From an optimization exercise on the open Yosys and OpenROAD flow, aimed at small area; shortcuts taken in it are not production practice. The RTL was checked by simulation tests, not by an equivalence proof against the original design.

==> flow/design.v <==
`timescale 1ns / 1ps
module Pong_Finished(clk, reset, button, switch, hsync, vsync, RGB,
                     D0, D1, D2, D3, D4, D5, D6, D7, anodes,
                     hex_out, cheat, test_fast);
	input         clk, reset, cheat, test_fast;
	input  [3:0]  button;
	input  [11:0] switch;
	input         D0, D1, D2, D3, D4, D5, D6, D7;
	output [7:0]  anodes;
	output [6:0]  hex_out;
	output        hsync, vsync;
	output [11:0] RGB;
	function le10;
		input [9:0] a, b;
		integer i;
		reg g;
		begin
			g = 1'b1;
			for (i = 0; i < 10; i = i + 1)
				g = (~a[i] & b[i]) | (~a[i] & g) | (b[i] & g);
			le10 = g;
		end
	endfunction
	function [10:0] sub10;
		input [9:0] a, b;
		integer i;
		reg c;
		reg [9:0] s;
		begin
			c = 1'b1;
			for (i = 0; i < 10; i = i + 1) begin
				s[i] = a[i] ^ ~b[i] ^ c;
				c = (a[i] & ~b[i]) | (a[i] & c) | (~b[i] & c);
			end
			sub10 = {~c, s};
		end
	endfunction
	function [12:0] inc12;
		input [11:0] a;
		input en;
		integer i;
		reg c;
		begin
			c = en;
			for (i = 0; i < 12; i = i + 1) begin
				inc12[i] = a[i] ^ c;
				c = c & a[i];
			end
			inc12[12] = c;
		end
	endfunction
	function [9:0] step10;
		input [9:0] a;
		input en, up;
		integer i;
		reg c;
		begin
			c = en;
			for (i = 0; i < 10; i = i + 1) begin
				step10[i] = a[i] ^ c;
				c = c & ~(a[i] ^ up);
			end
		end
	endfunction
	function [8:0] step3;
		input [8:0] a;
		input dn, up;
		integer i;
		reg t;
		begin
			step3[0] = a[0] ^ (dn | up);
			step3[1] = a[1] ^ ((dn | up) & (a[0] ^ dn));
			t = dn ? (a[1] | a[0]) : (up & ~(a[1] & a[0]));
			for (i = 2; i < 9; i = i + 1) begin
				step3[i] = a[i] ^ t;
				t = t & ~(a[i] ^ dn);
			end
		end
	endfunction
	reg  [2:0] ph;
	reg  [9:0] px, py;
	wire px_step = (ph == 3'd0);
	wire px_end  = px[9] & px[8] & px[4] & px[3] & px[2] & px[1] & px[0];
	wire py_end  = py[9] & py[3] & py[2];
	wire [12:0] px_inc = inc12({2'b00, px}, px_step);
	wire [12:0] py_inc = inc12({2'b00, py}, px_step & px_end);
	always @(posedge clk, posedge reset)
		if (reset) ph <= 3'b100;
		else       ph <= {1'b0, ph[1] ^ ph[0], ~ph[0]};
	always @(posedge clk, posedge reset)
		if (reset) begin
			px <= 10'd0;
			py <= 10'd0;
		end else begin
			px <= px_inc[9:0] & ~({10'b1100100000} & {10{px_end & px_step}});
			py <= py_inc[9:0] & ~({10'b1000001101} & {10{py_end & px_end & px_step}});
		end
	assign hsync = ~(le10(10'd656, px) & le10(px, 10'd751));
	assign vsync = ~(py[9:1] == 9'd245);
	wire video_on = ~le10(10'd640, px) & ~le10(10'd480, py);
	wire tick = (px == 10'd0) && ((py == 10'd481) || test_fast);
	wire win  = (px[9:1] == 9'd0);
	reg  [8:0] pt1, pt2;        
	reg  [9:0] bx, by;          
	reg        dx, dy;          
	reg  [3:0] score1, score2;
	reg        h2s_q, h2l_q;    
	wire restart  = (bx == 10'd632);
	wire restart2 = (bx == 10'd1);
	wire dn1 = tick & button[1] & ~le10(10'd409, {1'b0, pt1});
	wire up1 = tick & ~dn1 & button[0] & (pt1[8:1] != 8'd0);
	wire dn2 = tick & button[3] &
	           ~le10(cheat ? 10'd80 : 10'd408, {1'b0, pt2});
	wire up2 = tick & ~dn2 & button[2] & (pt2[8:1] != 8'd0);
	wire by_neg = by[9];
	wire top_hit = (by[9:1] == 9'd0);
	wire bot_hit = ~by_neg & by[8] & by[7] & by[6] & (by[5] | (by[4] & by[3]));
	wire at2 = (bx == 10'd41) | (bx == 10'd42);
	wire at1 = (bx[9:2] == 8'd148) & (bx[1] | bx[0]) |           
	           (bx == 10'd596);
	wire       rside = win ? bx[9] : px[9];
	wire [8:0] sa = win ? by[8:0] : py[8:0];
	wire [8:0] sb = rside ? pt1 : pt2;
	wire [10:0] sd = sub10({1'b0, sa}, {1'b0, sb});
	wire neg   = sd[10];
	wire le71  = ~neg & le10(sd[9:0], 10'd71);
	wire le72  = ~neg & le10(sd[9:0], 10'd72);
	wire le400 = ~neg & le10(sd[9:0], 10'd400);
	wire in_rng = rside ? le71 : (cheat ? le400 : le72);
	wire near  = neg & (sd[9:3] == 7'h7F) & (sd[2:0] != 3'd0);    
	wire h1   = ~by_neg & (in_rng | near);
	wire h2s  = ~by_neg & (le72 | near);
	wire h2l  = ~by_neg & (le400 | near);
	wire hit2 = win ? h1 : (cheat ? h2l_q : h2s_q);
	wire hit1 = win & h1;
	always @(posedge clk)
		if (win) begin
			h2s_q <= h2s;
			h2l_q <= h2l;
		end
	reg dxn, dyn;
	always @(*) begin
		dxn = dx;
		dyn = dy;
		if (top_hit)           dyn = 1'b1;
		else if (bot_hit)      dyn = 1'b0;
		else if (at2 & hit2)   dxn = 1'b1;
		else if (at1 & hit1)   dxn = 1'b0;
	end
	always @(posedge clk)
		if (reset) begin
			score1 <= 4'd0;
			score2 <= 4'd0;
		end else begin
			score1 <= inc12({8'd0, score1}, restart);
			score2 <= inc12({8'd0, score2}, restart2 & ~restart);
		end
	always @(posedge clk, posedge reset)
		if (reset) begin
			pt1 <= 9'd220;
			pt2 <= 9'd220;
			bx  <= 10'd36;
			by  <= 10'd0;
			dx  <= 1'b1;
			dy  <= 1'b1;
		end else begin
			pt1 <= step3(pt1, dn1, up1);
			pt2 <= step3(pt2, dn2, up2);
			if (restart) begin
				bx <= 10'd36;  by <= 10'd0;  dx <= 1'b1; dy <= 1'b1;
			end else if (restart2) begin
				bx <= 10'd444; by <= 10'd0;  dx <= 1'b0; dy <= 1'b0;
			end else begin
				bx <= step10(bx, tick, dx);
				by <= step10(by, tick, dy);
				dx <= dxn;
				dy <= dyn;
			end
		end
	wire [10:0] db = sub10({1'b0, py[8:0]}, {1'b0, by[8:0]});
	wire [10:0] dbx = sub10(px, bx);
	wire pad_on = ((px[9:2] == 8'd150) | (px[9:2] == 8'd10)) & in_rng;
	wire ball_on = ~by_neg & ~db[10] & (db[9:3] == 7'd0) &
	               ~dbx[10] & (dbx[9:3] == 7'd0);
	reg [11:0] rgb_n, rgb_q;
	always @(*)
		if (~video_on)      rgb_n = 12'h000;
		else if (pad_on)    rgb_n = 12'h0F0;
		else if (ball_on)   rgb_n = 12'hF00;
		else                rgb_n = switch;
	always @(posedge clk, posedge reset)
		if (reset) rgb_q <= 12'hFFF;
		else       rgb_q <= rgb_n;
	assign RGB = rgb_q;
	reg [11:0] rc;
	reg [2:0]  dig;
	wire q3     = ph[1] & ph[0];
	wire rc_end = rc[11] & rc[10] & rc[5] & rc[4] & rc[2];
	wire [12:0] rc_inc = inc12(rc, q3);
	always @(posedge clk, posedge reset)
		if (reset) begin
			rc  <= 12'd0;
			dig <= 3'd0;
		end else begin
			rc  <= rc_inc[11:0] & ~({12'b110000110101} & {12{rc_end & q3}});
			dig <= inc12({9'd0, dig}, rc_end & q3);
		end
	assign anodes = ~(8'd1 << dig);
	reg [3:0] digit;
	always @(*)
		case (dig)
			3'd0:    digit = score2;
			3'd4:    digit = score1;
			default: digit = 4'd0;
		endcase
	reg [6:0] seg;
	always @(*)
		case (digit)
			4'h0: seg = 7'b0000001;
			4'h1: seg = 7'b1001111;
			4'h2: seg = 7'b0010010;
			4'h3: seg = 7'b0000110;
			4'h4: seg = 7'b1001100;
			4'h5: seg = 7'b0100100;
			4'h6: seg = 7'b0100000;
			4'h7: seg = 7'b0001111;
			4'h8: seg = 7'b0000000;
			4'h9: seg = 7'b0000100;
			4'hA: seg = 7'b0001000;
			4'hB: seg = 7'b1100000;
			4'hC: seg = 7'b0110001;
			4'hD: seg = 7'b1000010;
			4'hE: seg = 7'b0110000;
			default: seg = 7'b0111000;
		endcase
	assign hex_out = seg;
endmodule
Settings: LEC_CHECK=0, CAP_MARGIN=20, CORE_MARGIN=2, CORE_UTILIZATION=40, PLACE_DENSITY=0.6, SLEW_MARGIN=20; clock period 10.0 ns.
run.sh (not shown) runs the stock make flow with config.mk's settings and CLKGATE_MAP_FILE= SYNTH_SCRIPT=/design/flow/synth_recipe.tcl, a recipe that flattens the netlist after the stock synthesis.
Next try:
--- a/flow/design.v
+++ b/flow/design.v
@@ -64,18 +64,20 @@
 	endfunction
 	function [8:0] step3;
 		input [8:0] a;
 		input dn, up;
 		integer i;
-		reg t;
+		reg tu, td;
 		begin
 			step3[0] = a[0] ^ (dn | up);
 			step3[1] = a[1] ^ ((dn | up) & (a[0] ^ dn));
-			t = dn ? (a[1] | a[0]) : (up & ~(a[1] & a[0]));
+			tu = dn & (a[1] | a[0]);
+			td = up & ~(a[1] & a[0]);
 			for (i = 2; i < 9; i = i + 1) begin
-				step3[i] = a[i] ^ t;
-				t = t & ~(a[i] ^ dn);
+				step3[i] = a[i] ^ (tu | td);
+				tu = tu & a[i];
+				td = td & ~a[i];
 			end
 		end
 	endfunction
 	reg  [2:0] ph;
 	reg  [9:0] px, py;
@@ -99,47 +101,44 @@
 	assign vsync = ~(py[9:1] == 9'd245);
 	wire video_on = ~le10(10'd640, px) & ~le10(10'd480, py);
 	wire tick = (px == 10'd0) && ((py == 10'd481) || test_fast);
 	wire win  = (px[9:1] == 9'd0);
 	reg  [8:0] pt1, pt2;        
-	reg  [9:0] bx, by;          
+	reg  [9:0] bx;              
+	reg  [8:0] by;              
 	reg        dx, dy;          
 	reg  [3:0] score1, score2;
-	reg        h2s_q, h2l_q;    
+	reg        h2l_q;           
 	wire restart  = (bx == 10'd632);
 	wire restart2 = (bx == 10'd1);
 	wire dn1 = tick & button[1] & ~le10(10'd409, {1'b0, pt1});
 	wire up1 = tick & ~dn1 & button[0] & (pt1[8:1] != 8'd0);
 	wire dn2 = tick & button[3] &
 	           ~le10(cheat ? 10'd80 : 10'd408, {1'b0, pt2});
 	wire up2 = tick & ~dn2 & button[2] & (pt2[8:1] != 8'd0);
-	wire by_neg = by[9];
-	wire top_hit = (by[9:1] == 9'd0);
-	wire bot_hit = ~by_neg & by[8] & by[7] & by[6] & (by[5] | (by[4] & by[3]));
+	wire by_neg = &by;
+	wire top_hit = (by[8:1] == 8'd0);
+	wire bot_hit = (by[8:1] == 8'b11101100);      
 	wire at2 = (bx == 10'd41) | (bx == 10'd42);
 	wire at1 = (bx[9:2] == 8'd148) & (bx[1] | bx[0]) |           
 	           (bx == 10'd596);
 	wire       rside = win ? bx[9] : px[9];
-	wire [8:0] sa = win ? by[8:0] : py[8:0];
+	wire [8:0] sa = win ? by : py[8:0];
 	wire [8:0] sb = rside ? pt1 : pt2;
 	wire [10:0] sd = sub10({1'b0, sa}, {1'b0, sb});
 	wire neg   = sd[10];
 	wire le71  = ~neg & le10(sd[9:0], 10'd71);
 	wire le72  = ~neg & le10(sd[9:0], 10'd72);
 	wire le400 = ~neg & le10(sd[9:0], 10'd400);
 	wire in_rng = rside ? le71 : (cheat ? le400 : le72);
 	wire near  = neg & (sd[9:3] == 7'h7F) & (sd[2:0] != 3'd0);    
 	wire h1   = ~by_neg & (in_rng | near);
-	wire h2s  = ~by_neg & (le72 | near);
 	wire h2l  = ~by_neg & (le400 | near);
-	wire hit2 = win ? h1 : (cheat ? h2l_q : h2s_q);
+	wire hit2 = win ? h1 : (cheat & h2l_q);
 	wire hit1 = win & h1;
 	always @(posedge clk)
-		if (win) begin
-			h2s_q <= h2s;
-			h2l_q <= h2l;
-		end
+		if (win) h2l_q <= h2l;
 	reg dxn, dyn;
 	always @(*) begin
 		dxn = dx;
 		dyn = dy;
 		if (top_hit)           dyn = 1'b1;
@@ -158,31 +157,31 @@
 	always @(posedge clk, posedge reset)
 		if (reset) begin
 			pt1 <= 9'd220;
 			pt2 <= 9'd220;
 			bx  <= 10'd36;
-			by  <= 10'd0;
+			by  <= 9'd0;
 			dx  <= 1'b1;
 			dy  <= 1'b1;
 		end else begin
 			pt1 <= step3(pt1, dn1, up1);
 			pt2 <= step3(pt2, dn2, up2);
 			if (restart) begin
-				bx <= 10'd36;  by <= 10'd0;  dx <= 1'b1; dy <= 1'b1;
+				bx <= 10'd36;  by <= 9'd0;   dx <= 1'b1; dy <= 1'b1;
 			end else if (restart2) begin
-				bx <= 10'd444; by <= 10'd0;  dx <= 1'b0; dy <= 1'b0;
+				bx <= 10'd444; by <= 9'd0;   dx <= 1'b0; dy <= 1'b0;
 			end else begin
 				bx <= step10(bx, tick, dx);
-				by <= step10(by, tick, dy);
+				by <= step10({1'b0, by}, tick, dy);
 				dx <= dxn;
 				dy <= dyn;
 			end
 		end
-	wire [10:0] db = sub10({1'b0, py[8:0]}, {1'b0, by[8:0]});
+	wire [10:0] db = sub10({1'b0, py[8:0]}, {1'b0, by});
 	wire [10:0] dbx = sub10(px, bx);
 	wire pad_on = ((px[9:2] == 8'd150) | (px[9:2] == 8'd10)) & in_rng;
-	wire ball_on = ~by_neg & ~db[10] & (db[9:3] == 7'd0) &
+	wire ball_on = ~db[10] & (db[9:3] == 7'd0) &
 	               ~dbx[10] & (dbx[9:3] == 7'd0);
 	reg [11:0] rgb_n, rgb_q;
 	always @(*)
 		if (~video_on)      rgb_n = 12'h000;
 		else if (pad_on)    rgb_n = 12'h0F0;
- synthesized area shrinks slightly
- final area went down slightly
- fmax decreases by a little under a tenth
- hold slack is worse by 0.0055 ns
- setup slack loses 0.54 ns

[re-timing with driven ports]
No port has a modelled driver above. Below, the same layouts with a new extraction and two added sets of constraints.
Step 1 (the two cells are an assumption about what drives the block):
set clk [get_ports {clk}]
set_driving_cell -lib_cell sky130_fd_sc_hd__clkbuf_16 $clk
set_driving_cell -lib_cell sky130_fd_sc_hd__buf_2 [delete_from_list [all_inputs] $clk]
Step 2 moves the port delays by t, midway between the first and last clock arrival at a register: inputs arrive t later, outputs are due t later. That takes back most of the time a late clock gives input paths.
Slacks: ideal / step 1 / step 2; pairs: ideal / step 1.
| run | shift t [ns] | setup WS [ns] | hold WS [ns] | slew at the worst register clock pin (ns) |
|---|---|---|---|---|
| the first run | 0.391 | 3.751 / 3.751 / 3.751 | 0.452 / 0.452 / 0.452 | 0.07 / 0.07 |
| the second run | 0.387 | 3.211 / 3.211 / 3.211 | 0.446 / 0.446 / 0.446 | 0.07 / 0.07 |
After both steps every run listed still meets setup and hold.
